This design comes from an exercise in tuning for small area on the open sky130 flow, not from production work. Only simulation tests tie the RTL to the original design; equivalence was not proved. The clock port is modelled as an ideal driver, which makes a skipped or thinned clock tree look cheaper than it is; a real chip needs a root buffer or a tree. No activity file was given, so power comes from the tool's default toggle rates.

Setup of build 98:
## MultTop_seq
module MultTop_seq(input wire clk, input wire reset, input wire m_enable,
                   input wire [7:0] a, input wire [7:0] b,
                   output wire [3:0] an, output wire [7:0] seg);
    reg  [3:0]  mc;
    reg         rv;       
    reg  [7:0]  ar;       
    reg  [15:0] p;        
    wire m_idle = (mc == 4'd0);
    wire m_done = (mc == 4'd5);
    wire m_first = (mc == 4'd1);
    wire [7:0] addend = ar & {8{p[0]}};
    wire [8:0] cy;
    wire [7:0] sm;
    assign cy[0] = 1'b0;
    genvar gi;
    generate for (gi = 0; gi < 8; gi = gi + 1) begin : rca
        assign sm[gi] = p[8+gi] ^ addend[gi] ^ cy[gi];
        assign cy[gi+1] = (p[8+gi] & addend[gi]) | (cy[gi] & (p[8+gi] ^ addend[gi]));
    end endgenerate
    wire [8:0] sum = {cy[8], sm};
    reg  [1:0]  ph;
    reg  [3:0]  ix;
    wire ph_a = (ph == 2'd1);
    wire ph_s = (ph == 2'd3);
    wire ix0 = (ix == 4'd0);
    wire ix15 = (ix == 4'd15);
    reg  [15:0] cp;       
    reg  [15:0] l;        
    wire c_idle = ~ph[0];
    reg         cz;       
    wire diff = cz ? (p != 16'd0) : (p != cp);
    wire cp_load = m_idle & rv & diff & (c_idle | (m_enable & ph_s & ix15));
    wire start = c_idle & rv & (m_first | diff);
    wire step = ph_s;
    wire clr = reset | (ph_s & ix0);
    wire sbit = cp[~ix] & ~reset;
    wire [15:0] li = clr ? 16'd0 : l;
    function [3:0] add3(input [3:0] d);
        add3 = {d[3] | (d[2] & (d[1] | d[0])),
                (d[3] & d[0]) | (d[2] & ~d[1] & ~d[0]),
                (d[3] & ~d[0]) | (~d[2] & d[1]) | (d[1] & d[0]),
                (d[3] & ~d[0]) | (~d[3] & ~d[2] & d[0]) | (d[2] & d[1] & ~d[0])};
    endfunction
    wire [15:0] la = {add3(li[15:12]), add3(li[11:8]), add3(li[7:4]), add3(li[3:0])};
    always @(posedge clk) begin
        if (reset) mc <= 4'd0;
  ...
For scale: about 350 cells after synthesis, about 89 flip-flops, about 31 I/O pins.
==> flow/config.mk <==
export PLATFORM = sky130hd
export DESIGN_NAME = MultTop_seq
export DESIGN_NICKNAME = MultTop_seq
export VERILOG_FILES = /design/flow/design.v
export SDC_FILE = /design/flow/constraint.sdc
export NUM_CORES = 4
export LEC_CHECK = 0
export CAP_MARGIN = 20
export CORE_MARGIN = 2
export CORE_UTILIZATION = 70
export PLACE_DENSITY = 0.85
export SLEW_MARGIN = 20
==> flow/constraint.sdc <==
create_clock -name core_clock -period 10.0 [get_ports {clk}]
set_input_delay 2.0000 -clock core_clock [delete_from_list [all_inputs] [get_ports {clk}]]
set_output_delay 2.0000 -clock core_clock [all_outputs]
set_load 0.01 [all_outputs]
standard.sh (not shown) runs the stock make flow with config.mk's settings and CLKGATE_MAP_FILE= SYNTH_SCRIPT=/design/flow/synth_recipe.tcl, a recipe that flattens the netlist after the stock synthesis.
==> flow/flow/run.sh <==
#!/bin/bash
set -euo pipefail
W=$PWD
{ head -n 1 synth_recipe.tcl; cat flow/abc_override.tcl; tail -n +2 synth_recipe.tcl; } > my_synth.tcl
sed "s#SYNTH_SCRIPT=[^ ]*#SYNTH_SCRIPT=$W/my_synth.tcl#" standard.sh > my_standard.sh
grep -q "SYNTH_SCRIPT=$W/my_synth.tcl" my_standard.sh
export MY_ABC_SCRIPT=$W/flow/area.abc
export BUFFER_PORTS_ARGS="-buffer_cell sky130_fd_sc_hd__buf_1"
export PRE_CTS_TCL=$W/flow/pre_cts.tcl
export MY_NBUF=8
export MY_BUFCELL=sky130_fd_sc_hd__clkbuf_4
export MY_ROOT=sky130_fd_sc_hd__clkbuf_4
bash my_standard.sh > standard.log 2>&1
==> flow/flow/pre_cts.tcl <==
# Clock tree by hand: the clock port drives MY_NBUF clock buffers (a power
# of two), each driving the flip-flops of one region of the placement,
# regions found by recursive bisection at the median.
set nbuf $::env(MY_NBUF)
set bufcell $::env(MY_BUFCELL)
set block [ord::get_db_block]
set db [ord::get_db]
set clk_net [$block findNet clk]
set master [$db findMaster $bufcell]
set items {}
foreach it [$clk_net getITerms] {
  set loc [[$it getInst] getLocation]
  lappend items [list [lindex $loc 0] [lindex $loc 1] $it]
}
proc bisect {items n} {
  if {$n <= 1} { return [list $items] }
  set xs [lsort -integer [lmap e $items {lindex $e 0}]]
  set ys [lsort -integer [lmap e $items {lindex $e 1}]]
  set dx [expr {[lindex $xs end] - [lindex $xs 0]}]
  set dy [expr {[lindex $ys end] - [lindex $ys 0]}]
  set idx [expr {$dx >= $dy ? 0 : 1}]
  set sorted [lsort -integer -index $idx $items]
  set half [expr {[llength $sorted] / 2}]
  set a [lrange $sorted 0 [expr {$half - 1}]]
  set b [lrange $sorted $half end]
  set m [expr {$n / 2}]
  return [concat [bisect $a $m] [bisect $b $m]]
}
set groups [bisect $items $nbuf]
# optional root buffer between the clock port and the leaf buffers
set root_net $clk_net
if {[info exists ::env(MY_ROOT)] && $::env(MY_ROOT) ne ""} {
  set rinst [odb::dbInst_create $block [$db findMaster $::env(MY_ROOT)] "clkbuf_man_root"]
  set root_net [odb::dbNet_create $block "clknet_man_root"]
  $root_net setSigType CLOCK
  [$rinst findITerm A] connect $clk_net
  [$rinst findITerm X] connect $root_net
  set rx 0; set ry 0
  foreach e $items { set rx [expr {$rx + [lindex $e 0]}]; set ry [expr {$ry + [lindex $e 1]}] }
  $rinst setLocation [expr {$rx / [llength $items]}] [expr {$ry / [llength $items]}]
  $rinst setPlacementStatus PLACED
}
set b 0
foreach grp $groups {
  set inst [odb::dbInst_create $block $master "clkbuf_man_$b"]
  set net [odb::dbNet_create $block "clknet_man_$b"]
  $net setSigType CLOCK
  set sx 0; set sy 0
  foreach e $grp {
    set it [lindex $e 2]
    $it disconnect
    $it connect $net
    set sx [expr {$sx + [lindex $e 0]}]
    set sy [expr {$sy + [lindex $e 1]}]
  }
  set cx [expr {$sx / [llength $grp]}]
  set cy [expr {$sy / [llength $grp]}]
  [$inst findITerm A] connect $root_net
  [$inst findITerm X] connect $net
  $inst setLocation $cx $cy
  $inst setPlacementStatus PLACED
  puts "manual clock buffer $b: [llength $grp] sinks at $cx $cy"
  incr b
}
detailed_placement
# the tree is complete: make clock_tree_synthesis only propagate the clock
rename clock_tree_synthesis orig_clock_tree_synthesis
proc clock_tree_synthesis {args} {
  puts "clock tree built by hand"
  set_propagated_clock [all_clocks]
}
Other scripts of this flow, unchanged in this note and not shown: flow/flow/abc_override.tcl, flow/flow/area.abc
Edits applied to the flow inputs when going from build 98 to build 16:
--- a/flow/flow/run.sh
+++ b/flow/flow/run.sh
@@ -10,4 +10,4 @@
 export MY_NBUF=8
-export MY_BUFCELL=sky130_fd_sc_hd__clkbuf_4
-export MY_ROOT=sky130_fd_sc_hd__clkbuf_4
+export MY_BUFCELL=sky130_fd_sc_hd__inv_4
+export MY_ROOT=sky130_fd_sc_hd__inv_2
 bash my_standard.sh > standard.log 2>&1
--- a/flow/flow/pre_cts.tcl
+++ b/flow/flow/pre_cts.tcl
@@ -9,2 +9,8 @@
 set master [$db findMaster $bufcell]
+# the output pin of a buffer or inverter cell
+proc out_pin {m} {
+  foreach mt [$m getMTerms] {
+    if {[$mt getIoType] eq "OUTPUT"} { return [$mt getName] }
+  }
+}
 set items {}
@@ -36,3 +42,3 @@
   [$rinst findITerm A] connect $clk_net
-  [$rinst findITerm X] connect $root_net
+  [$rinst findITerm [out_pin [$db findMaster $::env(MY_ROOT)]]] connect $root_net
   set rx 0; set ry 0
@@ -58,3 +64,3 @@
   [$inst findITerm A] connect $root_net
-  [$inst findITerm X] connect $net
+  [$inst findITerm [out_pin $master]] connect $net
   $inst setLocation $cx $cy
@@ -71 +77,6 @@
 }
+# the hand-built tree may use inverter pairs; keep them as built
+rename repair_clock_inverters orig_repair_clock_inverters
+proc repair_clock_inverters {args} {
+  puts "clock inverters kept as built"
+}
### Flow results
Build 98 → build 16: clock group share of total power fell 0.6 points; peak fanout along the critical path rose 11; critical path depth rose 2; ratio of total power to cell area fell 0.51%. The final area of build 16 was superior to that of build 98. Run comparison: build 16 kind of critical path primary input to register; build 98 kind of critical path register to primary output. According to the power report, total power for build 16 is lower than for build 98.
Modified inputs, build 33 compared to build 16
--- a/flow/flow/run.sh
+++ b/flow/flow/run.sh
@@ -9,4 +9,4 @@
 export PRE_CTS_TCL=$W/flow/pre_cts.tcl
-export MY_NBUF=8
-export MY_BUFCELL=sky130_fd_sc_hd__inv_4
+export MY_NBUF=4
+export MY_BUFCELL=sky130_fd_sc_hd__inv_8
 export MY_ROOT=sky130_fd_sc_hd__inv_2
--- outcome ---
- As far as worst-case hold slack is concerned, build 33 and build 16 perform about the same.
- Looking at build 33 and build 16, the proportion of cell area occupied by registers is a wash.
- Of build 33 and build 16, it is build 33 that has the lower clock power share.
- Fraction of standard cell area in multi-input logic delta (build 16 -> build 33): insignificant
- Comparing build 33 and build 16, the lower wire length was measured on build 33.
The following lists how build 45 was set up differently from build 33:
--- a/flow/flow/run.sh
+++ b/flow/flow/run.sh
@@ -9,4 +9,4 @@
 export PRE_CTS_TCL=$W/flow/pre_cts.tcl
-export MY_NBUF=4
-export MY_BUFCELL=sky130_fd_sc_hd__inv_8
+export MY_NBUF=8
+export MY_BUFCELL=sky130_fd_sc_hd__inv_4
 export MY_ROOT=sky130_fd_sc_hd__inv_2
Results
- Per the comparison of build 45 with build 33, shortest period the worst path allows went down 14 ps, total power went up about 0.7%, worst slack on hold paths held.
- Taking build 33 as the reference, in build 45 clock latency on the worst-skew pair went up, final wirelength saw an increase, proportion of synthesized flip-flops having asynchronous set or reset about even.
- Compared build 33 against build 45; sequential share of layout area within noise.
- Diff build 33 -> build 45: summed area of non-filler cells in the final layout roughly the same; switching part of the total power grew by 0.43 points; total of hold buffers inserted after clock tree synthesis ~0 delta; global-route usage went up by 0.27 points.
No run of this note takes its clock network from TritonCTS; it comes from the design's own scripts or RTL.

==> port drivers added, routing unchanged <==
How much do the figures lean on ideal ports? The routed layouts below were timed once more, with nothing changed but the port constraints.
Step 1: set_driving_cell puts a clkbuf_16 on clk and a buf_2 on each other input, an assumption about the parent block.
Step 2 adds t to the input delays and takes it off the output delays; t is the mean of the earliest and latest rising clock arrival at the registers after step 1. Input paths then give back, and output paths get back, about the clock's delay inside the block.
Three values: no drivers, after step 1, after step 2; two values: the first two.
run | t, ns | setup WS [ns] | cell pins on the clock port's net
build 98 | 0.445 | 6.245 / 6.218 / 5.807 | 1
build 16 | 0.372 | 6.176 / 6.182 / 5.810 | 1
build 33 | 0.348 | 6.162 / 6.168 / 5.820 | 1
build 45 | 0.372 | 6.176 / 6.182 / 5.810 | 1
After both steps every run listed still meets setup and hold. For build 98, which loses most, drivers alone change the setup slack by -0.027 ns; drivers and shift together by -0.438 ns.
